From an optimization exercise on the open Yosys and OpenROAD flow, aimed at small area; shortcuts taken in it are not production practice. Where RTL was checked, it was by simulation tests only, not by an equivalence proof against the original.

Setup of the baseline:
==> flow/design.v <==
module ddr_memory_rtl #(
    parameter ADDR_WIDTH = 4,
    parameter DATA_WIDTH = 32,
    parameter MEM_SIZE   = 16
) (
    input  logic                  clk,
    input  logic                  reset,
    input  logic                  wr,        
    input  logic                  rd,        
    input  logic [ADDR_WIDTH-1:0] addr,      
    input  logic [DATA_WIDTH-1:0] wdata,     
    output logic [DATA_WIDTH-1:0] rdata,     
    output logic                  response
);
  logic [DATA_WIDTH-1:0] mem[0:MEM_SIZE-1];
  logic [MEM_SIZE-1:0]   valid;
  logic [MEM_SIZE-1:0]   we;
  logic [MEM_SIZE-1:0]   sel;
  logic [DATA_WIDTH-1:0] rd_next;
  always_comb begin
    for (int i = 0; i < MEM_SIZE; i++) begin
      we[i]  = wr && addr == ADDR_WIDTH'(i);
      sel[i] = rd && valid[i] && addr == ADDR_WIDTH'(i);
    end
  end
  always_ff @(posedge clk or posedge reset) begin
    if (reset) begin
      valid    <= '0;
      response <= 1'b0;
    end else begin
      valid    <= valid | we;
      response <= wr;
    end
  end
  always_ff @(posedge clk) begin
    for (int i = 0; i < MEM_SIZE; i++)
      if (we[i]) mem[i] <= wdata;
  end
  always_comb begin
    rd_next = '0;
    for (int k = 0; k < 5; k++)
      rd_next = rd_next | ((mem[3*k] & {DATA_WIDTH{sel[3*k]}}) | (mem[3*k+1] & {DATA_WIDTH{sel[3*k+1]}}) | (mem[3*k+2] & {DATA_WIDTH{sel[3*k+2]}}));
    rd_next = rd_next | (mem[15] & {DATA_WIDTH{sel[15]}});
  end
  always_ff @(posedge clk) begin
    rdata <= rd_next;
  end
endmodule
export LEC_CHECK = 0
export CAP_MARGIN = 0
export CORE_MARGIN = 2
export CORE_UTILIZATION = 70
export CTS_BUF_LIST = sky130_fd_sc_hd__clkbuf_8
export CTS_CLUSTER_DIAMETER = 120
export CTS_CLUSTER_SIZE = 21
export SLEW_MARGIN = 0
create_clock -name core_clock -period 4.0 [get_ports {clk}]
standard.sh (not shown) runs the stock make flow with config.mk's settings and CLKGATE_MAP_FILE= SYNTH_SCRIPT=/design/flow/synth_recipe.tcl, a recipe that flattens the netlist after the stock synthesis.
==> flow/flow/run.sh <==
#!/bin/bash
# The standard layout (standard.sh), with four changes to how it is built:
#  - synthesis is synth_recipe.tcl unchanged, except that its technology mapping
#    call (abc) runs flow/abc_area.script, an area-oriented mapping, in place of
#    ORFS's speed script;
#  - the port buffers use the smallest buffer cell;
#  - the clock tree is built from clusters of up to 21 sinks (120 um across) driven
#    by clkbuf_8, without dummy loads;
#  - before the resizer's repair after global placement, flow/upsize.tcl swaps the
#    buffers timing-driven placement put on internal high-fanout nets for
#    stronger drivers of those nets.
# Each tool's output goes to the logs under orfs/logs and to flow_standard.log.
set -euo pipefail
W=$PWD
cat > "$W/flow_synth.tcl" <<EOF
proc abc {args} {
  set i [lsearch -exact \$args -script]
  if {\$i >= 0} { lset args [expr {\$i + 1}] {$W/flow/abc_area.script} }
  yosys abc {*}\$args
}
source {$W/synth_recipe.tcl}
EOF
sed "s#SYNTH_SCRIPT=[^ ]*#SYNTH_SCRIPT=$W/flow_synth.tcl#" standard.sh > flow_standard.sh
grep -q "SYNTH_SCRIPT=$W/flow_synth.tcl" flow_standard.sh
export BUFFER_PORTS_ARGS="-buffer_cell sky130_fd_sc_hd__buf_1"
export PRE_RESIZE_TCL="$W/flow/upsize.tcl"
export CTS_ARGS="-sink_clustering_enable -repair_clock_nets -buf_list sky130_fd_sc_hd__clkbuf_8 -sink_clustering_size 21 -sink_clustering_max_diameter 120 -dont_use_dummy_load"
bash flow_standard.sh > flow_standard.log 2>&1
Other scripts of this flow, unchanged in this note and not shown: flow/flow/abc_area.script, flow/flow/upsize.tcl
No stage failed in the baseline, and the final checks on the layout all came back clean.
Setup changes, the baseline to the candidate
--- a/flow/design.v
+++ b/flow/design.v
@@ -17,10 +17,12 @@
   logic [MEM_SIZE-1:0]   we;
   logic [MEM_SIZE-1:0]   sel;
   logic [DATA_WIDTH-1:0] rd_next;
+  logic [3:0] rhi;
   always_comb begin
+    for (int j = 0; j < 4; j++) rhi[j] = rd && addr[3:2] == 2'(j);
     for (int i = 0; i < MEM_SIZE; i++) begin
       we[i]  = wr && addr == ADDR_WIDTH'(i);
-      sel[i] = rd && valid[i] && addr == ADDR_WIDTH'(i);
+      sel[i] = rhi[i/4] && valid[i] && addr[1:0] == 2'(i%4);
     end
   end
   always_ff @(posedge clk or posedge reset) begin
--- outcome ---
- The candidate and the baseline ended up with nearly the same power.
- Total core area: the candidate vs the baseline — no meaningful difference
- Count of non-CTS buffers in the layout sits higher in the candidate than in the baseline.
- Cell type of the slowest stage on the worst timing path = sky130_fd_sc_hd__or2_0: the candidate; cell type of the slowest stage on the worst timing path = sky130_fd_sc_hd__and4_2: the baseline
- The candidate: minimum clock period 0.19 ns above the baseline
- Compared with the baseline, in the candidate final non-filler cell area saw an increase; total track usage went up.
The RTL of the candidate was laid out without a check of its function.

## re-timing with driven ports
Ports are ideal in the flow. The routed layouts listed here were re-timed in OpenROAD.
Step 1, drivers: a clkbuf_16 drives clk and a buf_2 each remaining input, both assumed.
Step 2, shift: input delay + t, output delay - t, t = (earliest + latest rising clock arrival at the registers) / 2. This alone moves slack from input paths to output paths.
Slacks: ideal ports / drivers / drivers and shift; pairs: ideal ports / drivers.
run | shift t [ns] | slack for setup (ns) | worst hold slack (ns) | worst setup path at the end | clock arrival spread, ns
the baseline | 0.669 | 1.495 / 1.517 / 0.849 | 0.115 / 0.087 / 0.463 | input to register | 0.029 / 0.029
the candidate | 0.653 | 1.307 / 1.331 / 0.678 | 0.128 / 0.103 / 0.438 | input to register | 0.030 / 0.030
After both steps every run listed still meets setup and hold. The setup slack of the baseline, which loses most, moves by +0.022 ns with the drivers and by -0.646 ns with both steps.
